Background: an optimization exercise with open tools, aiming at small area, a short achievable clock period and few clock cycles per item. Do not read the settings as production practice. Function was checked by simulation only, so behaviour that the tests miss may differ from the original.

## config.mk

```make
export PLATFORM = sky130hd
export DESIGN_NAME = pt100_temp
export DESIGN_NICKNAME = pt100_temp
export VERILOG_FILES = /design/flow/design.v
export SDC_FILE = /design/flow/constraint.sdc
export NUM_CORES = 4
export LEC_CHECK = 0
export CAP_MARGIN = 20
export CORE_MARGIN = 2
export CORE_UTILIZATION = 40
export PLACE_DENSITY = 0.6
export SLEW_MARGIN = 20
```

## constraint.sdc

```tcl
create_clock -name core_clock -period 24.0 [get_ports {clk}]
set_input_delay 4.8000 -clock core_clock [delete_from_list [all_inputs] [get_ports {clk}]]
set_output_delay 4.8000 -clock core_clock [all_outputs]
set_load 0.01 [all_outputs]
```

## design.v

```verilog
`timescale 1ns / 1ps
module qtwosComp(
    input [N-2:0] a,
    output [2*N-1:0] b
    );
	reg [2*N-1:0] data;
	reg [2*N-1:0] flip;
	reg [2*N-1:0] out;
	parameter Q = 15;
	parameter N = 32;
	assign b = out;
	always @*
	begin
		data <= a;		 
	end
	always @*
	begin
		flip <= ~a;
	end
	always @*
	begin
		out <= flip + 1;
	end
endmodule
`timescale 1ns / 1ps
module qmult(
    input [N-1:0] a,
    input [N-1:0] b,
    output [N-1:0] c
    );
	wire [2*N-1:0] a_ext;
	wire [2*N-1:0] b_ext;
	wire [2*N-1:0] r_ext;
	reg [2*N-1:0] a_mult;
	reg [2*N-1:0] b_mult;
	reg [2*N-1:0] result;
	reg [N-1:0] retVal;
	parameter Q = 8;
	parameter N = 20;
	qtwosComp #(Q,N) comp_a (a[N-2:0], a_ext);
	qtwosComp #(Q,N) comp_b (b[N-2:0], b_ext);
	qtwosComp #(Q,N) comp_r (result[N-2+Q:Q], r_ext);
	assign c = retVal;
	always @*
	begin
		if(a[N-1] == 1)
			a_mult <= a_ext;
		else
			a_mult <= a;
		if(b[N-1] == 1)
			b_mult <= b_ext;
		else
			b_mult <= b;		
	end 
	always @*
	begin
		result <= a_mult * b_mult;
	end
	always @*
	begin		
		if((a[N-1] == 1 && b[N-1] == 0) || (a[N-1] == 0 && b[N-1] == 1)) begin
			retVal[N-1] <= 1;
			retVal[N-2:0] <= r_ext[N-2:0];
		end
		else begin
			retVal[N-1] <= 0;
			retVal[N-2:0] <= result[N-2+Q:Q];
		end
	end
endmodule
`timescale 1ns / 1ps
module qadd(
    input [N-1:0] a,
    input [N-1:0] b,
    output reg [N-1:0] c
    );
	parameter Q = 15;
	parameter N = 28;
reg [N-1:0] res;
always @* begin
    if ( res[N-2:0] == 0 )
        c = 0;
    else
        c = res;
end
always @*
begin
	if(a[N-1] == 1 && b[N-1] == 1) begin
		res[N-1] = 1;
		res[N-2:0] = a[N-2:0] + b[N-2:0];
	end
	else if(a[N-1] == 0 && b[N-1] == 0) begin
		res[N-1] = 0;
		res[N-2:0] = a[N-2:0] + b[N-2:0];
	end
	else if(a[N-1] == 0 && b[N-1] == 1) begin
		if(a[N-2:0] > b[N-2:0]) begin
			res[N-1] = 0;
			res[N-2:0] = a[N-2:0] - b[N-2:0];
		end
		else begin
			res[N-1] = 1;
		    res[N-2:0] = b[N-2:0] - a[N-2:0];
        end
	end
	else begin
        if(a[N-2:0] > b[N-2:0]) begin
            res[N-1] = 1;
            res[N-2:0] = a[N-2:0] - b[N-2:0];
        end
        else begin
            res[N-1] = 0;
            res[N-2:0] = b[N-2:0] - a[N-2:0];
        end
    end
end
endmodule
`timescale 1ns / 1ps
module negar(
    in,
    neg_in
    );
input logic [N-1:0] in;
output logic [N-1:0] neg_in;
parameter Q = 15;
parameter N = 28;    
logic [N-1:0] aux;
always_comb begin
    if ( in[N-1] == 1) begin
        neg_in[N-1] = 0; 
        neg_in[N-2:0] = in[N-2:0];
    end
    else begin
        neg_in[N-1] = 1;
        neg_in[N-2:0] = in[N-2:0];
    end
end
endmodule
`timescale 1ns / 1ps
module qdiv(
	input [N-1:0] dividend,
	input [N-1:0] divisor,
	input rst,
	input start,
	input clk,
	output reg [N-1:0] quotient_out,
	output complete
	);
	parameter Q = 8;
	parameter N = 20;
	reg [N-1:0] quotient;
	reg [N-1:0] dividend_copy;
	reg [2*(N-1)-1:0] divider_copy;
	reg [5:0] bitn; 
	reg done;
	always @* begin
	   if (dividend[N-2:0] == 0 )
	       quotient_out = 0;
       else
           quotient_out = quotient;
	end
	assign complete = done;
	always @( posedge clk ) 
	begin
		if( rst )
			done <= 1'b1;
		else if( done && start ) begin
			done <= 1'b0;
			bitn <= N+Q-2;
			quotient <= 0;
			dividend_copy <= {1'b0,dividend[N-2:0]};
			divider_copy[2*(N-1)-1] <= 0;
			divider_copy[2*(N-1)-2:N-2] <= divisor[N-2:0];
			divider_copy[N-3:0] <= 0;
			if((dividend[N-1] == 1 && divisor[N-1] == 0) || (dividend[N-1] == 0 && divisor[N-1] == 1))
				quotient[N-1] <= 1;
			else
				quotient[N-1] <= 0;
		end 
		else if(!done) begin
			if(dividend_copy >= divider_copy) begin
				dividend_copy <= dividend_copy - divider_copy;
				quotient[bitn] <= 1'b1;
			end
			divider_copy <= divider_copy >> 1;
			if(bitn == 0)
				done <= 1'b1;
			bitn <= bitn - 1;	
		end
	end
endmodule
`timescale 1ns / 1ps
module bits2temp1(
    clk,
    rst,
    start,
    yk,
    done,
    yT
    );
input wire clk;
input wire rst;
input wire start;
input wire [11:0] yk;
output reg done;
output reg [N-1:0] yT;
parameter Q = 15;
parameter N = 28;
localparam V = 163840;   
localparam inv_res_V = 40662109;  
localparam gain = 9863168;  
localparam c = 32932;  
localparam b = 6619300;   
localparam betha = 8511169;  
localparam dos = 65536;  
localparam S_IDLE = 3'd0;
localparam S_D1S  = 3'd1;
localparam S_D1W  = 3'd2;
localparam S_D2S  = 3'd3;
localparam S_D2W  = 3'd4;
localparam S_D3S  = 3'd5;
localparam S_D3W  = 3'd6;
reg [2:0] state;
reg [N-1:0] bits;
reg [N-1:0] Vg;
reg [N-1:0] gain_Vg;
wire st1 = (state == S_D1S);
wire st2 = (state == S_D2S);
wire st3 = (state == S_D3S);
wire done1, done2, done3;
wire [N-1:0] q_Vg;
qdiv #(Q,N) div_Vg (bits, inv_res_V, rst, st1, clk, q_Vg, done1);
wire [N-1:0] q_gain_Vg;
qdiv #(Q,N) div1 (gain, Vg, rst, st2, clk, q_gain_Vg, done2);
wire [N-1:0] V_gain_Vg;
qmult #(Q,N) mult1 (V, gain_Vg, V_gain_Vg);
wire [N-1:0] neg_V_gain_Vg;
negar #(Q,N) neg2 (V_gain_Vg,neg_V_gain_Vg);
wire [N-1:0] den;
qadd #(Q,N) sum1 ( neg_V_gain_Vg, c, den);
wire [N-1:0] num;
negar #(Q,N) neg1 (b,num);
wire [N-1:0]  aux1;
qdiv #(Q,N) div2 (num, den, rst, st3, clk, aux1, done3);
wire [N-1:0] t_o;
qmult #(Q,N) mult2 (betha, aux1, t_o);
always @(posedge clk) begin
    done <= 1'b0;
    if (rst) begin
        state <= S_IDLE;
    end
    else begin
        case (state)
        S_IDLE: if (start) begin
                    bits <= {1'b0, (yk == 0) ? 12'd1 : yk, {Q{1'b0}}};
                    state <= S_D1S;
                end
        S_D1S:  state <= S_D1W;
        S_D1W:  if (done1) begin
                    Vg <= q_Vg;
                    state <= S_D2S;
                end
        S_D2S:  state <= S_D2W;
        S_D2W:  if (done2) begin
                    gain_Vg <= q_gain_Vg;
                    state <= S_D3S;
                end
        S_D3S:  state <= S_D3W;
        S_D3W:  if (done3) begin
                    yT <= t_o;
                    done <= 1'b1;
                    state <= S_IDLE;
                end
        default: state <= S_IDLE;
        endcase
    end
end
endmodule
`timescale 1ns / 1ps
module lowpass_filter(
    clk,
    rst,
    start,
    yT,
    yT_filt
    );
input logic clk;
input logic rst;
input logic start;
input logic [N-1:0] yT;
output logic [N-1:0] yT_filt;
parameter Q = 15; 
parameter N = 28;
localparam offset = 0;
localparam neg_a1 = 64567; 
localparam a2 = 31813;
localparam a3 = 0; 
localparam a4 = 0;
localparam a5 = 0; 
localparam b0 = 4;
localparam b1 = 7;
localparam b2 = 4;
localparam b3 = 0;
localparam b4 = 0;
localparam b5 = 0;
logic [N-1:0] a1; 
negar #(Q,N) neg0 (neg_a1,a1);
logic [N-1:0] y0; 
logic [N-1:0] y1; 
logic [N-1:0] y2; 
logic [N-1:0] y3;
logic [N-1:0] y4; 
logic [N-1:0] y5;
logic [N-1:0] u1;  
logic [N-1:0] u2;  
logic [N-1:0] u3;  
logic [N-1:0] u4;  
logic [N-1:0] u5; 
always_ff @(posedge clk) begin
    if (rst) begin
        y5 <= 0;
        y4 <= 0;
        y3 <= 0;
        y2 <= 0;
        y1 <= 0;
        y0 <= 0;
        u5 <= 0;
        u4 <= 0;
        u3 <= 0;
        u2 <= 0;
        u1 <= 0;
    end
    else if (start) begin
        y5 <= y4;
        y4 <= y3;
        y3 <= y2;
        y2 <= y1; 
        y1 <= y0;
        y0 <= yT;
        u5 <= u4; 
        u4 <= u3; 
        u3 <= u2;
        u2 <= u1;
        u1 <=  u0 + offset;
    end
end
logic [N-1:0] yb0; 
qmult #(Q,N) multb0 (b0, y0, yb0);
logic [N-1:0] yb1; 
qmult #(Q,N) multb1 (b1, y1, yb1);
logic [N-1:0] yb2; 
qmult #(Q,N) multb2 (b2, y2, yb2);
logic [N-1:0] yb3; 
qmult #(Q,N) multb3 (b3, y3, yb3);
logic [N-1:0] yb4; 
qmult #(Q,N) multb4 (b4, y4, yb4);
logic [N-1:0] yb5; 
qmult #(Q,N) multb5 (b5, y5, yb5);
logic [N-1:0] auxb0;  
qadd #(Q,N) sumb0 (yb0, yb1, auxb0);
logic [N-1:0] auxb1;  
qadd #(Q,N) sumb1 (yb2, yb3, auxb1);
logic [N-1:0] auxb2;  
qadd #(Q,N) sumb2 (yb4, yb5, auxb2);
logic [N-1:0] auxb3;  
qadd #(Q,N) sumb3 (auxb0, auxb1, auxb3);
logic [N-1:0] yb;  
qadd #(Q,N) sumb (auxb2, auxb3, yb);
logic [N-1:0] ua1; 
qmult #(Q,N) multa1 (a1, u1, ua1);
logic [N-1:0] ua2; 
qmult #(Q,N) multa2 (a2, u2, ua2);
logic [N-1:0] ua3; 
qmult #(Q,N) multa3 (a3, u3, ua3);
logic [N-1:0] ua4; 
qmult #(Q,N) multa4 (a4, u4, ua4);
logic [N-1:0] ua5; 
qmult #(Q,N) multa5 (a5, u5, ua5);
logic [N-1:0] auxa1;  
qadd #(Q,N) suma1 (ua1, ua2, auxa1);
logic [N-1:0] auxa2;  
qadd #(Q,N) suma2 (ua3, ua4, auxa2);
logic [N-1:0] auxa3;  
qadd #(Q,N) suma3 (auxa1, auxa2, auxa3);
logic [N-1:0] ua;  
qadd #(Q,N) suma (auxa3, ua5, ua);
logic [N-1:0] ya; 
negar #(Q,N) nega (ua,ya);
logic [N-1:0] u0;  
qadd #(Q,N) sum_ab (yb, ya, u0);
always_ff @(posedge clk) begin
    yT_filt <= u0; 
end
endmodule
`timescale 1ns / 1ps
module pt100_temp (
    input  wire        clk,
    input  wire        rst,
    input  wire        in_valid,
    output wire        in_ready,
    input  wire [11:0] yk,
    output wire        out_valid,
    output wire [27:0] temp,
    output wire [27:0] temp_filt,
    output wire        alarm
    );
parameter Q = 15;
parameter N = 28;
localparam HT = 2457600;  
localparam T_IDLE = 2'd0;
localparam T_CONV = 2'd1;
localparam T_FILT = 2'd2;
localparam T_OUT  = 2'd3;
reg [1:0] tstate;
reg alarm_r;
wire conv_done;
wire [N-1:0] yT;
assign in_ready  = (tstate == T_IDLE);
assign out_valid = (tstate == T_OUT);
assign temp      = yT;
assign alarm     = alarm_r;
wire accept = in_valid && in_ready;
bits2temp1 #(Q,N) conv (
    .clk(clk), .rst(rst), .start(accept), .yk(yk), .done(conv_done), .yT(yT));
lowpass_filter #(Q,N) filt (
    .clk(clk), .rst(rst), .start(conv_done), .yT(yT), .yT_filt(temp_filt));
always @(posedge clk) begin
    if (conv_done)
        alarm_r <= (yT > HT);
end
always @(posedge clk) begin
    if (rst)
        tstate <= T_IDLE;
    else begin
        case (tstate)
        T_IDLE: if (accept) tstate <= T_CONV;
        T_CONV: if (conv_done) tstate <= T_FILT;
        T_FILT: tstate <= T_OUT;
        T_OUT:  tstate <= T_IDLE;
        endcase
    end
end
endmodule
```

## run.sh

```bash
#!/bin/bash
# synth_recipe.tcl (not shown) runs the flow's synth.tcl, then flattens the netlist and writes it again
# the make line also repeats each setting of config.mk as NAME=value (left out here)
make -C /OpenROAD-flow-scripts/flow DESIGN_CONFIG=/design/flow/config.mk WORK_HOME=/design/flow/orfs CLKGATE_MAP_FILE= SYNTH_SCRIPT=/design/flow/synth_recipe.tcl finish
```

==> impl_metrics.toml, run 1 <==
[critical_path]
reg2reg_depth = 78
end_kind = "register"
start_kind = "register"
regToRegStartpoint = "filt.u2[0]"
crit_fanout = 19
timing.critical_path.mode_cell = "sky130_fd_sc_hd__ha_1"
worst-endpoint-arrival_ns = 22.82
timing.critical_path.required_ns = 24.55
reg2reg_setup_slack_ns = 1.72
critPathKind = "reg2reg"
cpMaxStageDelayCell = "sky130_fd_sc_hd__nand2_1"
slowest_delay_ns = 0.72
reg2reg_to = "filt.u1[27]"

[timing]
post-route-worst-setup-slack_ns = 1.723
period_needed_ns = 22.28
finalCritPeriodShare_pct = 92.82
timing.hold.ws_ns = 0.4382
hold_viol_final = 0
setup_repair_after_global_routing_missed_its_margin = "no"
clk_skew_ns = 0.03866
actual_slew_at_the_worst_max_slew_pin_ns = 1.098
max_freq_mhz = 44.89
fin_setup_tns_ns = 0
total_count_of_max_transition_violations_in_the_final_report = 0
finalSetupViolations = 0
timing.slew.headroom_pct = 26.65

[clock_network]
cts_hold_repair.buffers = 0
cts_root_buffer = "sky130_fd_sc_hd__clkbuf_16"
clock_tree.buffer_depth = 3
clk_transition_reported_paths_ns = 0.06
worst_skew_pair.late_latency_ns = 0.70
cts-htree-levels = 3
post_cts.repair.setup_buffers = 0
cts_inserted_buffers = 77
cts_repair_resize_count = 0
cts_sinks = 622
tritoncts_clock_tree = "done"

[detailed_routing]
wl_per_cell_um = 18.72
vias_per_cell = 5.440
detailed_routing_iterations_pass_1 = 6
antenna_violation_net_count_after_detailed_routing = 0
drc_errors = 0
dr.first_iter.drc_count = 4546
via_count = 66710
detail_route.wirelength_um = 229600

[cells_and_area]
drive_above_1_share_pct = 4.147
layout.nets = 11220
flow.area_growth_from_synthesis_pct = 7.669
postLayoutCellArea_sq_um = 89110
fillerInstances = 20150

[yosys]
postSynthAreaPerCell_sq_um = 8.653
synth_enable_flop_cells = 441
synth.lib_cells_used.distinct = 135
postSynth.topFlopCell = "sky130_fd_sc_hd__edfxtp_1"
ys_seq_elements = 622
ys.warnings.count = 25
synthCells = 9565
mappedNetlistArea_sq_um = 82760
synth.yosys.seq_area_share_pct = 20.38
synthArstFlopShare_pct = 0

[floorplanning]
fp.dieArea_sq_um = 210600
start_util_pct = 40.33
chipWidth_um = 458.9
ioPinCount = 74
floorplan.die.height_um = 458.9
design.core.area_sq_um = 205200
fp-row-count = 166

[hold_path]
min_path_type = "reg2reg"
min_to = "conv.gain_Vg[15]"
min_delay_path_depth = 0
hold_start = "conv.div1.quotient[15]"

[global_route]
grt_antenna_before_repair = 2
globalRoute.totalOverflow = 0
number_of_global_route_vias_before_repair = 66120
grt_start_max_net_pins = 109
grtUsageTotal_pct = 21.50
grt_pass1_wl_um = 366600

[run_status]
status = "complete, no violations"

[placement]
placed_cell_area_sq_um = 86450
half_perimeter_wire_length_of_the_detailed_placement_result_um = 185000
placement.io_buffers = 73
gp_congestion = 0.9552
pre_cts_ws_ns = 1.528

[job]
max_cap_violations = 0
-- cell usage in the layout, fill, tap and decap left out, types with 153 or more instances in the layout --
master                     count
sky130_fd_sc_hd__nand3_1     162
sky130_fd_sc_hd__xor2_1      153
sky130_fd_sc_hd__fa_1        603
sky130_fd_sc_hd__dfxtp_1     177
sky130_fd_sc_hd__nand2_1     566
sky130_fd_sc_hd__a21oi_1     524
sky130_fd_sc_hd__inv_1      1419
sky130_fd_sc_hd__o21ai_0     386
sky130_fd_sc_hd__nor3_1      250
sky130_fd_sc_hd__nor2_1      928
sky130_fd_sc_hd__ha_1       1091
sky130_fd_sc_hd__mux2i_1     209
sky130_fd_sc_hd__edfxtp_1    441
sky130_fd_sc_hd__xnor2_1     440
-- flip-flops by register name, indices dropped and copies added (netlist names), 2 cells and up --
| register | cells |
|---|---|
| conv.div1.divider_copy | 53 |
| conv.div2.divider_copy | 53 |
| conv.div_Vg.divider_copy | 52 |
| conv.Vg | 28 |
| conv.div1.dividend_copy | 28 |
| conv.div1.quotient | 28 |
| conv.div2.dividend_copy | 28 |
| conv.div2.quotient | 28 |
| conv.div_Vg.dividend_copy | 28 |
| conv.div_Vg.quotient | 28 |
| conv.gain_Vg | 28 |
| conv.yT | 28 |
| filt.u1 | 28 |
| filt.u2 | 28 |
| filt.y0 | 28 |
| filt.y1 | 28 |
| filt.y2 | 28 |
| filt.yT_filt | 28 |
| conv.bits | 12 |
| conv.div1.bitn | 6 |
| conv.div2.bitn | 6 |
| conv.div_Vg.bitn | 6 |
| conv.state | 3 |
| tstate | 2 |
-- final cells by class --
cell class | count | area, sq um | area share (%)
flip-flops and latches | 622 | 16870 | 18.94
inverters | 1425 | 5349 | 6.002
multi-input cells | 7206 | 59390 | 66.65
repair buffers | 177 | 1521 | 1.707
clock inverters | 41 | 529.3 | 0.5939
clock buffers | 102 | 2081 | 2.335
diodes | 2 | 5.005 | 0.005616
well taps | 2688 | 3363 | 3.774
-- per-layer routing --
layer | vias up | GRT usage, % | part of all wire (%)
met3 | 264 | 2.053 | 4.4
met4 | 0 | 5.101 | 2.3
li1 | 32470 | - | -
met2 | 1538 | 35.52 | 46
met1 | 32440 | 30.25 | 47
met5 | - | 0 | 0
-- worst max-delay path, delay by kind of cell, from the launching register on --
kind | cells | cell delay (ns)
simple gates | 32 | 9.24
compound gates | 26 | 6.79
fa+ha+maj | 9 | 3.57
xor+xnor | 4 | 1.10
buf+inv | 7 | 0.96
flops | 1 | 0.42
-- worst max path at each step --
stage                            from           to  slack, ns
after CTS                  filt.u2[0]  filt.u1[27]       1.42
after floorplan           filt.u2[27]  filt.u1[27]       5.03
after global placement     filt.u2[0]  filt.u1[27]       1.99
final                      filt.u2[0]  filt.u1[27]       1.72
after detailed placement   filt.u2[0]  filt.u1[27]       1.53
after global routing       filt.u2[0]  filt.u1[27]       0.11
-- Yosys cell counts, drive strengths merged, types with 181 or more instances --
cell type	instances	area (sq um)
ha	1091	13650
edfxtp	441	13240
o21ai	412	2092
nor2	934	3523
a21oi	529	2651
fa	603	12070
nor3	255	1291
inv	1420	5330
mux2i	209	2092
nand2	569	2155
dfxtp	181	3623
clkbuf	272	1022
xnor2	444	3896
-- kinds of logic (layout without fill, tap and decap cells) --
kind of cell | count (synthesis) | in the layout | share of synthesized area (%)
XOR/XNOR | 601 | 601 | 6.378
AO/OA/AOI/OAI | 1840 | 1841 | 14.39
buffers and inverters | 1772 | 1745 | 8.245
multiplexers | 242 | 242 | 2.981
flip-flops | 622 | 622 | 20.38
adder cells (fa/ha/maj) | 1694 | 1694 | 31.08
other | 2 | 38 | 0.009074
AND/OR/NAND/NOR | 2792 | 2792 | 16.54
-- metrics by stage --
stage | util, % | instances
2_1_floorplan | - | 9599
3_3_place_gp | 42.13 | 12120
6_report | 43.43 | 12260
4_1_cts | 43.40 | 12260
5_1_grt | 43.43 | 12260
3_5_place_dp | 42.13 | 12120
Testbench counts, summed over its fixed seeds: cycles 130,560, samples 960.
==> run 2, diff against run 1 <==
--- a/design.v
+++ b/design.v
@@ -404,40 +404,238 @@
     output wire [27:0] temp_filt,
     output wire        alarm
     );
-parameter Q = 15;
-parameter N = 28;
-localparam HT = 2457600;  
-localparam T_IDLE = 2'd0;
-localparam T_CONV = 2'd1;
-localparam T_FILT = 2'd2;
-localparam T_OUT  = 2'd3;
-reg [1:0] tstate;
-reg alarm_r;
-wire conv_done;
-wire [N-1:0] yT;
-assign in_ready  = (tstate == T_IDLE);
-assign out_valid = (tstate == T_OUT);
-assign temp      = yT;
-assign alarm     = alarm_r;
-wire accept = in_valid && in_ready;
-bits2temp1 #(Q,N) conv (
-    .clk(clk), .rst(rst), .start(accept), .yk(yk), .done(conv_done), .yT(yT));
-lowpass_filter #(Q,N) filt (
-    .clk(clk), .rst(rst), .start(conv_done), .yT(yT), .yT_filt(temp_filt));
-always @(posedge clk) begin
-    if (conv_done)
-        alarm_r <= (yT > HT);
+localparam [26:0] C1 = 27'd40662109;     
+localparam [8:0]  G8 = 9'd301;           
+localparam [22:0] BN = 23'd6619300;      
+localparam [26:0] HT = 27'd2457600;
+localparam S_RDY = 3'd0, S_D1 = 3'd1, S_T1 = 3'd2, S_D2 = 3'd3,
+           S_T2 = 3'd4, S_T3 = 3'd5, S_D3 = 3'd6;
+reg [2:0]  state;
+reg        fin;
+reg [27:0] P;         
+reg [26:0] D;         
+reg [27:0] Q;         
+reg [5:0]  cnt;       
+reg        dsign;     
+reg [27:0] T;         
+reg        alarm_r;
+assign in_ready = (state == S_RDY);
+assign temp     = T;
+assign alarm    = alarm_r;
+wire accept = in_valid && (state == S_RDY);
+wire [5:0] p1 = cnt;
+wire [5:0] p2 = cnt - 6'd1;
+function [26:0] dmask(input [26:0] d, input [5:0] p);
+    integer i;
+    begin
+        for (i = 0; i < 27; i = i + 1)
+            dmask[i] = d[i] & ((i >= 15) || (p + i >= 15));
+    end
+endfunction
+function nbit(input [2:0] st, input [5:0] p);
+    reg [5:0] j;
+    begin
+        nbit = 1'b0;
+        if (st == S_D2) begin
+            j = p - 6'd31;
+            if (p >= 31 && j < 9) nbit = G8[j];
+        end else if (st == S_D3) begin
+            j = p - 6'd16;
+            if (p >= 16 && j < 23) nbit = BN[j];
+        end
+    end
+endfunction
+wire [26:0] de1 = dmask(D, p1);
+wire [26:0] de2 = dmask(D, p2);
+wire [28:0] df1 = {1'b0, P} - {2'b0, de1};
+wire        q1  = ~df1[28];
+wire [26:0] r1  = q1 ? df1[26:0] : P[26:0];
+wire [27:0] pm  = {r1, nbit(state, p1)};
+wire [28:0] df2 = {1'b0, pm} - {2'b0, de2};
+wire        q2  = ~df2[28];
+wire [26:0] r2  = q2 ? df2[26:0] : pm[26:0];
+wire [27:0] pn  = {r2, nbit(state, p2)};
+reg [5:0]  p0_2;
+reg [27:0] pi_2;
+always @* begin
+    casez (Q[16:5])
+    12'b1???????????: begin p0_2 = 6'd23; pi_2 = 28'd38528; end
+    12'b01??????????: begin p0_2 = 6'd23; pi_2 = 28'd38528; end
+    12'b001?????????: begin p0_2 = 6'd25; pi_2 = 28'd9632;  end
+    12'b0001????????: begin p0_2 = 6'd25; pi_2 = 28'd9632;  end
+    12'b00001???????: begin p0_2 = 6'd27; pi_2 = 28'd2408;  end
+    12'b000001??????: begin p0_2 = 6'd27; pi_2 = 28'd2408;  end
+    12'b0000001?????: begin p0_2 = 6'd29; pi_2 = 28'd602;   end
+    12'b00000001????: begin p0_2 = 6'd29; pi_2 = 28'd602;   end
+    12'b000000001???: begin p0_2 = 6'd31; pi_2 = 28'd150;   end
+    12'b0000000001??: begin p0_2 = 6'd31; pi_2 = 28'd150;   end
+    12'b00000000001?: begin p0_2 = 6'd33; pi_2 = 28'd37;    end
+    12'b000000000001: begin p0_2 = 6'd33; pi_2 = 28'd37;    end
+    default:          begin p0_2 = 6'd35; pi_2 = 28'd9;     end
+    endcase
+end
+reg [5:0]  p0_3;
+reg [27:0] pi_3;
+always @* begin
+    casez (D[26:10])
+    17'b1????????????????: begin p0_3 = 6'd11; pi_3 = 28'd105908800; end
+    17'b01???????????????: begin p0_3 = 6'd13; pi_3 = 28'd26477200; end
+    17'b001??????????????: begin p0_3 = 6'd13; pi_3 = 28'd26477200; end
+    17'b0001?????????????: begin p0_3 = 6'd15; pi_3 = 28'd6619300; end
+    17'b00001????????????: begin p0_3 = 6'd15; pi_3 = 28'd6619300; end
+    17'b000001???????????: begin p0_3 = 6'd17; pi_3 = 28'd1654825; end
+    17'b0000001??????????: begin p0_3 = 6'd17; pi_3 = 28'd1654825; end
+    17'b00000001?????????: begin p0_3 = 6'd19; pi_3 = 28'd413706; end
+    17'b000000001????????: begin p0_3 = 6'd19; pi_3 = 28'd413706; end
+    17'b0000000001???????: begin p0_3 = 6'd21; pi_3 = 28'd103426; end
+    17'b00000000001??????: begin p0_3 = 6'd21; pi_3 = 28'd103426; end
+    17'b000000000001?????: begin p0_3 = 6'd23; pi_3 = 28'd25856; end
+    17'b0000000000001????: begin p0_3 = 6'd23; pi_3 = 28'd25856; end
+    17'b00000000000001???: begin p0_3 = 6'd25; pi_3 = 28'd6464; end
+    17'b000000000000001??: begin p0_3 = 6'd25; pi_3 = 28'd6464; end
+    17'b0000000000000001?: begin p0_3 = 6'd27; pi_3 = 28'd1616; end
+    17'b00000000000000001: begin p0_3 = 6'd27; pi_3 = 28'd1616; end
+    default:               begin p0_3 = 6'd29; pi_3 = 28'd404; end
+    endcase
 end
+wire        gs  = Q[27];
+wire [26:0] m5  = Q[26:0] + {Q[24:0], 2'b00};
+wire [27:0] dd  = {1'b0, m5} - 28'd32932;
+reg  [26:0] dm;
+reg         ds;
+always @* begin
+    if (gs) begin
+        dm = m5 + 27'd32932; ds = 1'b0;
+    end else if (!dd[27] && dd[26:0] != 27'd0) begin
+        dm = dd[26:0]; ds = 1'b1;
+    end else begin
+        dm = 27'd32932 - m5; ds = 1'b0;
+    end
+end
+wire        as   = ~dsign | Q[27];
+wire [41:0] A42  = {15'd0, Q[26:0]};
+wire [41:0] X    = (A42 << 13) + (A42 << 8) + (A42 << 6) - A42 + (as ? 42'd0 : 42'd32767);
+wire [26:0] tmag = (Q[26:0] << 8) + (Q[26:0] << 2) - X[41:15];
 always @(posedge clk) begin
-    if (rst)
-        tstate <= T_IDLE;
-    else begin
-        case (tstate)
-        T_IDLE: if (accept) tstate <= T_CONV;
-        T_CONV: if (conv_done) tstate <= T_FILT;
-        T_FILT: tstate <= T_OUT;
-        T_OUT:  tstate <= T_IDLE;
+    if (rst) begin
+        state <= S_RDY;
+        fin   <= 1'b0;
+    end else begin
+        case (state)
+        S_RDY: begin
+            fin <= 1'b0;
+            if (accept) begin
+                P     <= {1'b0, (yk == 12'd0) ? 12'd1 : yk, 13'd0} ;
+                D     <= C1;
+                Q     <= 28'd0;
+                cnt   <= 6'd17;
+                state <= S_D1;
+            end
+        end
+        S_D1, S_D2, S_D3: begin
+            P   <= pn;
+            Q   <= {Q[25:0], q1, q2};
+            cnt <= cnt - 6'd2;
+            if (cnt == 6'd1) begin
+                if (state == S_D1) state <= S_T1;
+                else if (state == S_D2) state <= S_T2;
+                else begin state <= S_RDY; fin <= 1'b1; end
+            end
+        end
+        S_T1: begin
+            D     <= {10'd0, Q[16:0]};
+            P     <= pi_2;
+            cnt   <= p0_2;
+            Q     <= 28'd0;
+            state <= S_D2;
+        end
+        S_T2: begin
+            D     <= dm;
+            dsign <= ds;
+            Q     <= 28'd0;
+            state <= S_T3;
+        end
+        S_T3: begin
+            P     <= pi_3;
+            cnt   <= p0_3;
+            state <= S_D3;
+        end
+        default: state <= S_RDY;
         endcase
     end
 end
+wire tdone = fin && (state == S_RDY) && !rst;
+always @(posedge clk) begin
+    if (tdone) begin
+        T       <= {as, tmag};
+        alarm_r <= as | (tmag > HT);
+    end
+end
+function signed [27:0] wrap(input signed [29:0] x);
+    begin
+        if (x >= 30'sd134217728)       wrap = x - 30'sd134217728;
+        else if (x <= -30'sd134217728) wrap = x + 30'sd134217728;
+        else                           wrap = x[27:0];
+    end
+endfunction
+reg        f1, f2, f3, f4;
+reg        ovr;
+reg signed [16:0] Py;     
+reg signed [14:0] v4p;    
+reg signed [27:0] U0;     
+reg signed [27:0] U1;     
+reg signed [27:0] UA;     
+reg signed [22:0] MR;
+reg [27:0] TF;
+assign out_valid = ovr;
+assign temp_filt = TF;
+wire signed [27:0] Tm  = {1'b0, T[26:0]};
+wire signed [27:0] Ts  = T[27] ? -Tm : Tm;
+wire signed [14:0] v4  = Ts >>> 13;
+wire signed [30:0] Ts8 = {Ts, 3'b000};
+wire signed [30:0] t7  = Ts8 - Ts;
+wire signed [15:0] v7  = t7 >>> 15;
+wire signed [29:0] u0n = v4 + Py - UA;
+wire        msel = f3;                    
+wire signed [27:0] mx  = msel ? U0 : U1;
+wire signed [37:0] mxx = mx;
+wire signed [37:0] mz  = (mxx <<< 10) - (mxx <<< 6);
+wire signed [37:0] mm  = msel ? (mz + (mxx <<< 3) + mxx)
+                              : ((mxx <<< 2) + mxx - mz);
+wire signed [22:0] mq  = mm >>> 15;
+wire signed [29:0] ua2 = U1 + MR;
+wire signed [29:0] U0x = U0;
+wire signed [29:0] ua1s = MR - (U0x <<< 1);
+wire signed [27:0] ua1 = wrap(ua1s);
+wire signed [29:0] uas = ua1 + UA;
+wire [26:0] u0abs = U0[27] ? -U0[26:0] : U0[26:0];
+always @(posedge clk) begin
+    if (rst) begin
+        f1 <= 1'b0; f2 <= 1'b0; f3 <= 1'b0; f4 <= 1'b0;
+        ovr <= 1'b0;
+        Py <= 17'sd0; v4p <= 15'sd0;
+        U0 <= 28'sd0; U1 <= 28'sd0; UA <= 28'sd0;
+    end else begin
+        f1  <= tdone;
+        f2  <= f1;
+        f3  <= f2;
+        f4  <= f3;
+        ovr <= f2;
+        if (f1) begin
+            U0  <= wrap(u0n);
+            U1  <= U0;
+            Py  <= v7 + v4p;
+            v4p <= v4;
+        end
+        if (f2) begin
+            TF <= {U0[27], u0abs};
+        end
+        if (f2 | f3)
+            MR <= mq;
+        if (f3)
+            UA <= wrap(ua2);
+        if (f4)
+            UA <= wrap(uas);
+    end
+end
 endmodule
==> run 2 against run 1 <==
  * Via count is 48% lower
  * Synthesized cell count shrank 50%
  * Critical path type unchanged
==> impl_metrics.toml, run 2 <==
[yosys]
yosysMostFrequentCell = "sky130_fd_sc_hd__ha_1"
synth.lib_cells_used.distinct = 102
ys.warnings.count = 1
postSynth.topFlopCell = "sky130_fd_sc_hd__edfxtp_1"
synthArstFlopShare_pct = 0
netlist_top_cells_area = "sky130_fd_sc_hd__ha_1 17%, sky130_fd_sc_hd__edfxtp_1 13%, sky130_fd_sc_hd__fa_1 7.0%, sky130_fd_sc_hd__xnor2_1 6.3%, sky130_fd_sc_hd__dfxtp_1 6.3%"
mappedNetlistArea_sq_um = 39680
ys_seq_elements = 294
synth_top_cell_area_share_pct = 16.87
synthCells = 4774
synth_enable_flop_cells = 170
postSynthAreaPerCell_sq_um = 8.312
synth_commonest_cells = "535 x sky130_fd_sc_hd__ha_1, 420 x sky130_fd_sc_hd__inv_1, 415 x sky130_fd_sc_hd__nor2_1"
post-synth-top-area-cell = "sky130_fd_sc_hd__ha_1"
synth.yosys.seq_area_share_pct = 19.12

[cells_and_area]
commonest_non_fill_non_tap_cell_in_the_layout = "sky130_fd_sc_hd__ha_1"
fillerInstances = 9881
layout.cells.most_common_list = "535 x sky130_fd_sc_hd__ha_1, 419 x sky130_fd_sc_hd__inv_1, 415 x sky130_fd_sc_hd__nor2_1"
flow.area_growth_from_synthesis_pct = 8.507
postLayoutCellArea_sq_um = 43060
layout.nets = 5468
drive_above_1_share_pct = 4.347
post-route-util_pct = 43.75

[placement]
gp_congestion = 0.9293
half_perimeter_wire_length_of_the_detailed_placement_result_um = 95020
placement.io_buffers = 73
pre_cts_ws_ns = 12.71
placed_cell_area_sq_um = 41790

[floorplanning]
fp.dieArea_sq_um = 101700
chipWidth_um = 319.0
start_util_pct = 40.32
ioPinCount = 74
floorplan.die.height_um = 319.0
fp-row-count = 115
design.core.area_sq_um = 98420

[clock_network]
cts_sinks = 294
cts_hold_repair.buffers = 0
cts_repair_resize_count = 0
post_cts.repair.setup_buffers = 0
cts_root_buffer = "sky130_fd_sc_hd__clkbuf_16"
cts_inserted_buffers = 37
clk_transition_reported_paths_ns = 0.06
clock_tree.buffer_depth = 3
tritoncts_clock_tree = "done"
worst_skew_pair.late_latency_ns = 0.59
cts-htree-levels = 2

[detailed_routing]
detailed_routing_iterations_pass_1 = 6
antenna_violation_net_count_after_detailed_routing = 0
drc_errors = 0
dr.first_iter.drc_count = 2364
detail_route.wirelength_um = 118900
via_count = 34820
wl_per_cell_um = 19.50
vias_per_cell = 5.711

[timing]
max_freq_mhz = 86.49
hold_viol_final = 0
actual_slew_at_the_worst_max_slew_pin_ns = 1.045
total_count_of_max_transition_violations_in_the_final_report = 0
period_needed_ns = 11.56
timing.slew.headroom_pct = 30.16
clk_skew_ns = 0.03055
fin_setup_tns_ns = 0
finalSetupViolations = 0
post-route-worst-setup-slack_ns = 12.44
setup_repair_after_global_routing_missed_its_margin = "no"
finalCritPeriodShare_pct = 48.18

[critical_path]
critPathBufInv = 4
cpMaxStageDelayCell = "sky130_fd_sc_hd__edfxtp_1"
worst-endpoint-arrival_ns = 11.89
critPathKind = "reg2reg"
timing.critical_path.required_ns = 24.33
end_kind = "register"
crit_fanout = 47
start_kind = "register"
critPathTopFamily = "compound AO/OA/AOI/OAI gates"
slowest_delay_ns = 0.85

[job]
max_cap_violations = 0

[run_status]
status = "complete, no violations"

[hold_path]
min_path_type = "reg2reg"

[global_route]
grt_start_max_net_pins = 61
grt_pass1_wl_um = 186800
globalRoute.totalOverflow = 0
grtUsageTotal_pct = 22.70
number_of_global_route_vias_before_repair = 33220
grt_antenna_before_repair = 0
run 2: kinds of logic (layout without fill, tap and decap cells):
family                   Yosys count  in the layout  synth area share [%]
AO/OA/AOI/OAI                   1319           1319                 21.98
XOR/XNOR                         415            415                 9.160
adder cells (fa/ha/maj)          674            674                 23.88
buffers and inverters            572            606                 5.499
flip-flops                       294            294                 19.12
multiplexers                     150            150                 3.828
other                              0              1                     0
AND/OR/NAND/NOR                 1350           1350                 16.53
run 2: per-stage QoR:
| stage | hold WS (ns) | cells |
|---|---|---|
| 2_1_floorplan | 0.4283 | 4774 |
| 3_3_place_gp | 0.4444 | 6027 |
| 3_5_place_dp | 0.4485 | 6027 |
| 4_1_cts | 0.4585 | 6095 |
| 5_1_grt | 0.4770 | 6095 |
| 6_report | 0.4530 | 6096 |
run 2: area by class of cell:
type                            count  area (sq um)  area share, %
Timing Repair Buffer              112          1021          2.371
Tap cell                         1287          1610          3.740
Sequential cell                   294          7596          17.64
Inverter                          426          1599          3.714
Antenna cell                        1         2.502       0.005812
Multi-Input combinational cell   3908         29970          69.60
Clock inverter                     27         309.0         0.7178
Clock buffer                       41         950.9          2.209
run 2: final timing paths:
| kind | start | end | slack (ns) | depth (start not counted) |
|---|---|---|---|---|
| hold / removal | f2 | f3 | 0.45 | 1 |
| setup / recovery | cnt[0] | P[4] | 12.44 | 33 |
| setup reg to reg | cnt[0] | P[4] | 12.44 | 33 |
| hold reg to reg | f2 | f3 | 0.45 | 1 |
run 2: metal layers:
metal | up-vias | track usage, % | share of wire (%)
li1 | 17240 | - | -
met1 | 16570 | 30.14 | 45
met2 | 847 | 39.26 | 48
met3 | 166 | 2.439 | 4.5
met4 | 0 | 5.660 | 2.4
met5 | - | 0 | 0
Testbench counts of run 2, summed over its fixed seeds: cycles 31,022, samples 960.
==> run 3, diff against run 2 <==
--- a/design.v
+++ b/design.v
@@ -405,8 +405,6 @@
     output wire        alarm
     );
 localparam [26:0] C1 = 27'd40662109;     
-localparam [8:0]  G8 = 9'd301;           
-localparam [22:0] BN = 23'd6619300;      
 localparam [26:0] HT = 27'd2457600;
 localparam S_RDY = 3'd0, S_D1 = 3'd1, S_T1 = 3'd2, S_D2 = 3'd3,
            S_T2 = 3'd4, S_T3 = 3'd5, S_D3 = 3'd6;
@@ -417,44 +415,50 @@
 reg [27:0] Q;         
 reg [5:0]  cnt;       
 reg        dsign;     
-reg [27:0] T;         
-reg        alarm_r;
 assign in_ready = (state == S_RDY);
-assign temp     = T;
-assign alarm    = alarm_r;
 wire accept = in_valid && (state == S_RDY);
-wire [5:0] p1 = cnt;
-wire [5:0] p2 = cnt - 6'd1;
-function [26:0] dmask(input [26:0] d, input [5:0] p);
-    integer i;
-    begin
-        for (i = 0; i < 27; i = i + 1)
-            dmask[i] = d[i] & ((i >= 15) || (p + i >= 15));
+wire [5:0] p2 = {cnt[5:1], 1'b0};
+reg [14:0] keep1, keep2;
+integer k;
+always @* begin
+    for (k = 0; k < 15; k = k + 1) begin
+        keep1[k] = (cnt >= 15 - k);
+        keep2[k] = (cnt >= 16 - k);
     end
-endfunction
-function nbit(input [2:0] st, input [5:0] p);
-    reg [5:0] j;
-    begin
-        nbit = 1'b0;
-        if (st == S_D2) begin
-            j = p - 6'd31;
-            if (p >= 31 && j < 9) nbit = G8[j];
-        end else if (st == S_D3) begin
-            j = p - 6'd16;
-            if (p >= 16 && j < 23) nbit = BN[j];
-        end
+end
+wire [26:0] de1 = {D[26:15], D[14:0] & keep1};
+wire [26:0] de2 = {D[26:15], D[14:0] & keep2};
+reg nb1, nb2;
+always @* begin
+    nb1 = 1'b0; nb2 = 1'b0;
+    if (state == S_D2) begin
+        case (cnt)
+        6'd31, 6'd33: nb1 = 1'b1;
+        default: nb1 = 1'b0;
+        endcase
+        case (cnt)
+        6'd35: nb2 = 1'b1;       
+        default: nb2 = 1'b0;
+        endcase
+    end else if (state == S_D3) begin
+        case (cnt)
+        6'd21, 6'd23: nb1 = 1'b1;
+        default: nb1 = 1'b0;
+        endcase
+        case (cnt)
+        6'd19: nb2 = 1'b1;       
+        default: nb2 = 1'b0;
+        endcase
     end
-endfunction
-wire [26:0] de1 = dmask(D, p1);
-wire [26:0] de2 = dmask(D, p2);
+end
 wire [28:0] df1 = {1'b0, P} - {2'b0, de1};
 wire        q1  = ~df1[28];
 wire [26:0] r1  = q1 ? df1[26:0] : P[26:0];
-wire [27:0] pm  = {r1, nbit(state, p1)};
+wire [27:0] pm  = {r1, nb1};
 wire [28:0] df2 = {1'b0, pm} - {2'b0, de2};
 wire        q2  = ~df2[28];
 wire [26:0] r2  = q2 ? df2[26:0] : pm[26:0];
-wire [27:0] pn  = {r2, nbit(state, p2)};
+wire [27:0] pn  = {r2, nb2};
 reg [5:0]  p0_2;
 reg [27:0] pi_2;
 always @* begin
@@ -500,22 +504,11 @@
 end
 wire        gs  = Q[27];
 wire [26:0] m5  = Q[26:0] + {Q[24:0], 2'b00};
-wire [27:0] dd  = {1'b0, m5} - 28'd32932;
-reg  [26:0] dm;
-reg         ds;
-always @* begin
-    if (gs) begin
-        dm = m5 + 27'd32932; ds = 1'b0;
-    end else if (!dd[27] && dd[26:0] != 27'd0) begin
-        dm = dd[26:0]; ds = 1'b1;
-    end else begin
-        dm = 27'd32932 - m5; ds = 1'b0;
-    end
-end
-wire        as   = ~dsign | Q[27];
-wire [41:0] A42  = {15'd0, Q[26:0]};
-wire [41:0] X    = (A42 << 13) + (A42 << 8) + (A42 << 6) - A42 + (as ? 42'd0 : 42'd32767);
-wire [26:0] tmag = (Q[26:0] << 8) + (Q[26:0] << 2) - X[41:15];
+wire [27:0] e   = {1'b0, m5} + (gs ? 28'd32932 : 28'hfff7f5c);
+wire        en  = ~gs & e[27];
+wire [15:0] eneg = ~e[15:0] + 16'd1;
+wire [26:0] dm  = en ? {11'd0, eneg} : e[26:0];
+wire        ds  = ~gs & ~en & (e[26:0] != 27'd0);
 always @(posedge clk) begin
     if (rst) begin
         state <= S_RDY;
@@ -525,7 +518,7 @@
         S_RDY: begin
             fin <= 1'b0;
             if (accept) begin
-                P     <= {1'b0, (yk == 12'd0) ? 12'd1 : yk, 13'd0} ;
+                P     <= {1'b0, (yk == 12'd0) ? 12'd1 : yk, 13'd0};
                 D     <= C1;
                 Q     <= 28'd0;
                 cnt   <= 6'd17;
@@ -564,78 +557,142 @@
         endcase
     end
 end
-wire tdone = fin && (state == S_RDY) && !rst;
-always @(posedge clk) begin
-    if (tdone) begin
-        T       <= {as, tmag};
-        alarm_r <= as | (tmag > HT);
-    end
-end
-function signed [27:0] wrap(input signed [29:0] x);
-    begin
-        if (x >= 30'sd134217728)       wrap = x - 30'sd134217728;
-        else if (x <= -30'sd134217728) wrap = x + 30'sd134217728;
-        else                           wrap = x[27:0];
-    end
-endfunction
-reg        f1, f2, f3, f4;
+reg [27:0] T;         
+reg        alarm_r;
+reg [27:0] TF;        
+reg [27:0] U1;        
+reg [27:0] UA;        
+reg [16:0] Py;        
+reg [14:0] v4p;       
+reg [28:0] ACC;
+reg        sticky;
+reg [4:0]  upc;
+reg        run;
 reg        ovr;
-reg signed [16:0] Py;     
-reg signed [14:0] v4p;    
-reg signed [27:0] U0;     
-reg signed [27:0] U1;     
-reg signed [27:0] UA;     
-reg signed [22:0] MR;
-reg [27:0] TF;
-assign out_valid = ovr;
+assign temp      = T;
+assign alarm     = alarm_r;
 assign temp_filt = TF;
-wire signed [27:0] Tm  = {1'b0, T[26:0]};
-wire signed [27:0] Ts  = T[27] ? -Tm : Tm;
-wire signed [14:0] v4  = Ts >>> 13;
-wire signed [30:0] Ts8 = {Ts, 3'b000};
-wire signed [30:0] t7  = Ts8 - Ts;
-wire signed [15:0] v7  = t7 >>> 15;
-wire signed [29:0] u0n = v4 + Py - UA;
-wire        msel = f3;                    
-wire signed [27:0] mx  = msel ? U0 : U1;
-wire signed [37:0] mxx = mx;
-wire signed [37:0] mz  = (mxx <<< 10) - (mxx <<< 6);
-wire signed [37:0] mm  = msel ? (mz + (mxx <<< 3) + mxx)
-                              : ((mxx <<< 2) + mxx - mz);
-wire signed [22:0] mq  = mm >>> 15;
-wire signed [29:0] ua2 = U1 + MR;
-wire signed [29:0] U0x = U0;
-wire signed [29:0] ua1s = MR - (U0x <<< 1);
-wire signed [27:0] ua1 = wrap(ua1s);
-wire signed [29:0] uas = ua1 + UA;
-wire [26:0] u0abs = U0[27] ? -U0[26:0] : U0[26:0];
+assign out_valid = ovr;
+localparam SRC_T = 3'd0, SRC_PY = 3'd1, SRC_V4 = 3'd2, SRC_UA = 3'd3,
+           SRC_ACC = 3'd4, SRC_U1 = 3'd5, SRC_TF = 3'd6;
+reg [2:0] src;
+reg [1:0] negm;
+reg [1:0] ls;         
+reg [2:0] rs;         
+reg       useacc;
+reg       wr;
+always @* begin
+    src = SRC_T; negm = 2'd0; ls = 2'd0; rs = 3'd0; useacc = 1'b1; wr = 1'b0;
+    case (upc)
+    5'd0:  begin src = SRC_T;   useacc = 1'b0; rs = 3'd5; end           
+    5'd1:  begin src = SRC_T;   negm = 2'd1;   rs = 3'd1; end           
+    5'd2:  begin src = SRC_T;   negm = 2'd1;   rs = 3'd4; end           
+    5'd3:  begin src = SRC_T;   negm = 2'd1;   rs = 3'd1; end           
+    5'd4:  begin src = SRC_T;   ls = 2'd2; end                           
+    5'd5:  begin src = SRC_T;   ls = 2'd3; end                           
+    5'd6:  begin src = SRC_T;   negm = 2'd2; useacc = 1'b0; rs = 3'd7; end  
+    5'd7:  begin src = SRC_PY; end                                       
+    5'd8:  begin src = SRC_UA;  negm = 2'd1; wr = 1'b1; end              
+    5'd9:  begin src = SRC_ACC; negm = 2'd2; useacc = 1'b0; end          
+    5'd10: begin src = SRC_T;   negm = 2'd3; useacc = 1'b0; rs = 3'd2; end  
+    5'd11: begin src = SRC_T;   negm = 2'd2; rs = 3'd6; end              
+    5'd12: begin src = SRC_V4; end
+    5'd13: begin src = SRC_U1;  negm = 2'd2; useacc = 1'b0; rs = 3'd1; end  
+    5'd14: begin src = SRC_U1;  negm = 2'd2; rs = 3'd3; end              
+    5'd15: begin src = SRC_U1;  negm = 2'd2; rs = 3'd3; end              
+    5'd16: begin src = SRC_U1;  negm = 2'd3; rs = 3'd4; end              
+    5'd17: begin src = SRC_U1;  negm = 2'd2; wr = 1'b1; end
+    5'd18: begin src = SRC_TF;  negm = 2'd2; useacc = 1'b0; rs = 3'd2; end  
+    5'd19: begin src = SRC_TF;  negm = 2'd2; rs = 3'd2; end              
+    5'd20: begin src = SRC_TF;  negm = 2'd3; rs = 3'd3; end              
+    5'd21: begin src = SRC_TF;  negm = 2'd2; rs = 3'd4; end              
+    5'd22: begin src = SRC_TF;  negm = 2'd3; ls = 2'd1; wr = 1'b1; end   
+    5'd23: begin src = SRC_UA;  wr = 1'b1; end                           
+    default: ;
+    endcase
+end
+reg [28:0] sv;        
+reg        ssg;       
+always @* begin
+    case (src)
+    SRC_T:   begin sv = {2'b00, T[26:0]};  ssg = T[27];  end
+    SRC_PY:  begin sv = {{12{Py[16]}}, Py}; ssg = 1'b0;  end
+    SRC_V4:  begin sv = {{14{v4p[14]}}, v4p}; ssg = 1'b0; end
+    SRC_UA:  begin sv = {UA[27], UA};       ssg = 1'b0;  end
+    SRC_ACC: begin sv = ACC;                ssg = ACC[28]; end
+    SRC_U1:  begin sv = {2'b00, U1[26:0]}; ssg = U1[27]; end
+    default: begin sv = {2'b00, TF[26:0]}; ssg = TF[27]; end
+    endcase
+end
+reg [28:0] sh;
+always @* begin
+    case (ls)
+    2'd0: sh = sv;
+    2'd1: sh = {sv[27:0], 1'b0};
+    2'd2: sh = {sv[26:0], 2'b00};
+    default: sh = {sv[20:0], 8'd0};
+    endcase
+end
+wire neg = (negm == 2'd1) | ((negm == 2'd2) & ssg) | ((negm == 2'd3) & ~ssg);
+wire cin = neg | ((upc == 5'd4) & T[27] & sticky);
+wire [28:0] base = useacc ? ACC : 29'd0;
+wire [28:0] sum  = base + (sh ^ {29{neg}}) + {28'd0, cin};
+reg [28:0] shr;
+reg        lost;
+always @* begin
+    case (rs)
+    3'd0: begin shr = sum;                         lost = 1'b0; end
+    3'd1: begin shr = {{2{sum[28]}}, sum[28:2]};   lost = |sum[1:0]; end
+    3'd2: begin shr = {{3{sum[28]}}, sum[28:3]};   lost = 1'b0; end
+    3'd3: begin shr = {{4{sum[28]}}, sum[28:4]};   lost = 1'b0; end
+    3'd4: begin shr = {{5{sum[28]}}, sum[28:5]};   lost = |sum[4:0]; end
+    3'd5: begin shr = {{6{sum[28]}}, sum[28:6]};   lost = |sum[5:0]; end
+    3'd6: begin shr = {{12{sum[28]}}, sum[28:12]}; lost = 1'b0; end
+    default: begin shr = {{13{sum[28]}}, sum[28:13]}; lost = 1'b0; end
+    endcase
+end
+reg [28:0] res;
+always @* begin
+    res = shr;
+    if (wr) begin
+        if (shr[28:27] == 2'b01)      res[27] = 1'b0;
+        else if (shr[28:27] == 2'b10) res[27] = 1'b1;
+        else if (shr[28:27] == 2'b11 && shr[26:0] == 27'd0) res = 29'd0;
+    end
+end
+wire tload = fin && (state == S_RDY) && !rst;
 always @(posedge clk) begin
     if (rst) begin
-        f1 <= 1'b0; f2 <= 1'b0; f3 <= 1'b0; f4 <= 1'b0;
-        ovr <= 1'b0;
-        Py <= 17'sd0; v4p <= 15'sd0;
-        U0 <= 28'sd0; U1 <= 28'sd0; UA <= 28'sd0;
+        run <= 1'b0; upc <= 5'd0; ovr <= 1'b0;
+        TF <= 28'd0; U1 <= 28'd0; UA <= 28'd0; Py <= 17'd0; v4p <= 15'd0;
     end else begin
-        f1  <= tdone;
-        f2  <= f1;
-        f3  <= f2;
-        f4  <= f3;
-        ovr <= f2;
-        if (f1) begin
-            U0  <= wrap(u0n);
-            U1  <= U0;
-            Py  <= v7 + v4p;
-            v4p <= v4;
-        end
-        if (f2) begin
-            TF <= {U0[27], u0abs};
-        end
-        if (f2 | f3)
-            MR <= mq;
-        if (f3)
-            UA <= wrap(ua2);
-        if (f4)
-            UA <= wrap(uas);
+        ovr <= 1'b0;
+        if (tload) begin
+            T   <= {~dsign | Q[27], Q[26:0]};
+            run <= 1'b1;
+            upc <= 5'd0;
+        end else if (run) begin
+            ACC <= res;
+            upc <= upc + 5'd1;
+            if (upc == 5'd23) run <= 1'b0;
+            case (upc)
+            5'd0: sticky <= lost;
+            5'd1, 5'd2, 5'd3: sticky <= sticky | lost;
+            5'd5: begin
+                T[26:0] <= res[26:0];
+                alarm_r <= T[27] | (res[26:0] > HT);
+            end
+            5'd7: Py <= ACC[16:0];
+            5'd9: begin
+                TF  <= {ACC[28], res[26:0]};
+                U1  <= TF;
+                ovr <= 1'b1;
+            end
+            5'd12: begin Py <= res[16:0]; v4p <= Py[14:0]; end
+            5'd17, 5'd23: UA <= res[27:0];
+            default: ;
+            endcase
+        end
     end
 end
 endmodule
==> run 3 against run 2 <==
  * Core utilization increased by 0.86 points
  * Count of clock-buffer cells in the layout increased by 7
  * Critical path depth increased by 1
  * Final cell count decreased by 37%
  * Clock skew decreased by 0.013 ns
  * Via count decreased by 32%
  * Critical endpoint is now P[13]
  * Largest cell class unchanged
==> impl_metrics.toml, run 3 <==
[global_route]
grt_use_met3_pct = 3.765
globalRoute.totalOverflow = 0
grt-busiest-layer = "met2"
number_of_global_route_vias_before_repair = 21740
grt_util_met2_pct = 42.31
grt_start_max_net_pins = 92
grt_pass1_wl_um = 135600
grtUsageTotal_pct = 27.88
grt_antenna_before_repair = 0
grt_util_met1_pct = 41.49

[cells_and_area]
max_flop_register = "ACC"
largest_register_ff_count = 29
multi_input_combinational_cell_area_sq_um = 15980
drive_above_1_share_pct = 6.800
layout.nets = 3186
fillerInstances = 5967
postLayoutCellArea_sq_um = 26770
layout.cells.most_common_list = "448 x sky130_fd_sc_hd__nand2_1, 293 x sky130_fd_sc_hd__nor2_1, 276 x sky130_fd_sc_hd__a21oi_1"
commonest_non_fill_non_tap_cell_in_the_layout = "sky130_fd_sc_hd__nand2_1"
flow.area_growth_from_synthesis_pct = 10.65
sequential_cell_area_sq_um = 7259

[detailed_routing]
via_count = 23790
detailed_routing_iterations_pass_1 = 7
antenna_violation_net_count_after_detailed_routing = 0
dr.first_iter.drc_count = 2858
detail_route.wirelength_um = 90850
drc_errors = 0
wl_per_cell_um = 23.73
vias_per_cell = 6.214

[placement]
gp_congestion = 1.005
half_perimeter_wire_length_of_the_detailed_placement_result_um = 68630
placement.io_buffers = 73
placed_cell_area_sq_um = 25580

[yosys]
synth_enable_flop_cells = 149
synth.lib_cells_used.distinct = 104
synthArstFlopShare_pct = 0
ys.warnings.count = 1
netlist_top_cells_area = "sky130_fd_sc_hd__edfxtp_1 18%, sky130_fd_sc_hd__dfxtp_1 12%, sky130_fd_sc_hd__ha_1 7.6%, sky130_fd_sc_hd__nand2_1 7.0%, sky130_fd_sc_hd__a21oi_1 5.8%"
synth_top_cell_area_share_pct = 18.49
synthCells = 3035
postSynthAreaPerCell_sq_um = 7.971
ys_seq_elements = 288
mappedNetlistArea_sq_um = 24190
post-synth-top-area-cell = "sky130_fd_sc_hd__edfxtp_1"
synth.yosys.seq_area_share_pct = 30.00
synth_commonest_cells = "448 x sky130_fd_sc_hd__nand2_1, 294 x sky130_fd_sc_hd__nor2_1, 278 x sky130_fd_sc_hd__a21oi_1"
yosysMostFrequentCell = "sky130_fd_sc_hd__nand2_1"
postSynth.topFlopCell = "sky130_fd_sc_hd__edfxtp_1"

[clock_network]
cts_root_buffer = "sky130_fd_sc_hd__clkbuf_16"
post_cts.repair.setup_buffers = 0
cts_inserted_buffers = 34
clk_transition_reported_paths_ns = 0.07
cts_sinks = 288
worst_skew_pair.late_latency_ns = 0.56
clock_tree.buffer_depth = 3
cts-htree-levels = 2
cts_repair_resize_count = 0
cts_hold_repair.buffers = 0
tritoncts_clock_tree = "done"

[timing]
clk_skew_ns = 0.01775
finalSetupViolations = 0
finalCritPeriodShare_pct = 35.53
total_count_of_max_transition_violations_in_the_final_report = 0
fin_setup_tns_ns = 0
timing.slew.headroom_pct = 27.17
setup_repair_after_global_routing_missed_its_margin = "no"
max_freq_mhz = 117.3
period_needed_ns = 8.528
hold_viol_final = 0
actual_slew_at_the_worst_max_slew_pin_ns = 1.065

[floorplanning]
design.core.area_sq_um = 60020
fp-row-count = 90
ioPinCount = 74
start_util_pct = 40.31
fp.dieArea_sq_um = 62470
floorplan.die.height_um = 249.9
chipWidth_um = 249.9

[critical_path]
timing.critical_path.required_ns = 24.30
timing.critical_path.mode_cell = "sky130_fd_sc_hd__a21oi_1"
end_kind = "register"
slowest_delay_ns = 0.51
critPathTopFamily = "compound AO/OA/AOI/OAI gates"
worst-endpoint-arrival_ns = 8.83
crit_fanout = 42
start_kind = "register"
critPathKind = "reg2reg"
cpMaxStageDelayCell = "sky130_fd_sc_hd__edfxtp_1"
critPathBufInv = 4

[hold_path]
min_path_type = "reg2reg"

[job]
max_cap_violations = 0

[run_status]
status = "complete, no violations"
==> run 3: path summary, 6_finish.rpt <==
check                            start  depth (start not counted)  slack, ns     end
worst max-delay path            cnt[1]                         34      15.47   P[13]
worst min register to register  U1[19]                          2       0.45  U1[19]
worst min-delay path            U1[19]                          2       0.45  U1[19]
worst max register to register  cnt[1]                         34      15.47   P[13]
==> run 3: tightest hold or removal path, cell delays in order (launching register included) <==
cell and delay, ns:
sky130_fd_sc_hd__dfxtp_1 0.30, sky130_fd_sc_hd__nand2_1 0.05, sky130_fd_sc_hd__a21oi_1 0.05
==> run 3: logic make-up after synthesis <==
family | after synthesis | share of synthesized area [%]
AND/OR/NAND/NOR | 1153 | 22.12
multiplexers | 107 | 5.606
AO/OA/AOI/OAI | 930 | 24.54
adder cells (fa/ha/maj) | 153 | 8.099
XOR/XNOR | 146 | 5.379
flip-flops | 288 | 30.00
buffers and inverters | 258 | 4.261
==> run 3: per-stage QoR <==
step	hold slack, ns	cells	utilization (%)	setup slack, ns
after floorplan	0.4317	3035	-	16.20
after global placement	0.4384	3764	42.62	15.79
after detailed placement	0.4437	3764	42.62	15.63
after CTS	0.4507	3826	44.59	15.59
after global routing	0.4640	3826	44.59	14.90
final	0.4503	3828	44.60	15.47
==> run 3: layout make-up <==
type                            instances  share of cell area [%]
Multi-Input combinational cell       2489                   59.69
Clock buffer                           48                   3.734
Tap cell                              782                   3.655
Clock inverter                         14                  0.6917
Antenna cell                            2                 0.01870
Inverter                               95                   1.332
Sequential cell                       288                   27.12
Timing Repair Buffer                  110                   3.758
==> run 3: layer usage <==
metal | wire length (um) | vias to the layer above
met4 | 2187 | 0
met2 | 39550 | 1080
met5 | 0 | -
met3 | 6927 | 121
met1 | 42190 | 11550
li1 | - | 11040
Testbench counts of run 3, summed over its fixed seeds: cycles 31,086, samples 960.

-- what the ideal ports hide --
In the flow no input, the clock included, has a driving cell. The finished layouts below were timed again as built, in two steps. Step 1: set_driving_cell puts a clkbuf_16 on clk and a buf_2 on each other input, an assumption about the parent block. Step 2 adds t to the input delays and takes it off the output delays; t is the mean of the earliest and latest rising clock arrival at the registers after step 1. Input paths then give back, and output paths get back, about the clock's delay inside the block. Slacks: ideal ports / drivers / drivers and shift; pairs: ideal ports / drivers.
run | shift t [ns] | setup WS [ns] | worst hold slack (ns) | slew at the worst register clock pin (ns) | worst slew at a driven data input, ns
run 1 | 0.772 | 1.723 / 1.723 / 1.723 | 0.438 / 0.438 / 0.438 | 0.09 / 0.09 | 0.04
run 2 | 0.647 | 12.437 / 12.437 / 12.437 | 0.453 / 0.453 / 0.453 | 0.07 / 0.07 | 0.04
run 3 | 0.615 | 15.472 / 15.472 / 15.472 | 0.450 / 0.450 / 0.450 | 0.07 / 0.07 | 0.04
After both steps setup and hold are still met in every run listed.
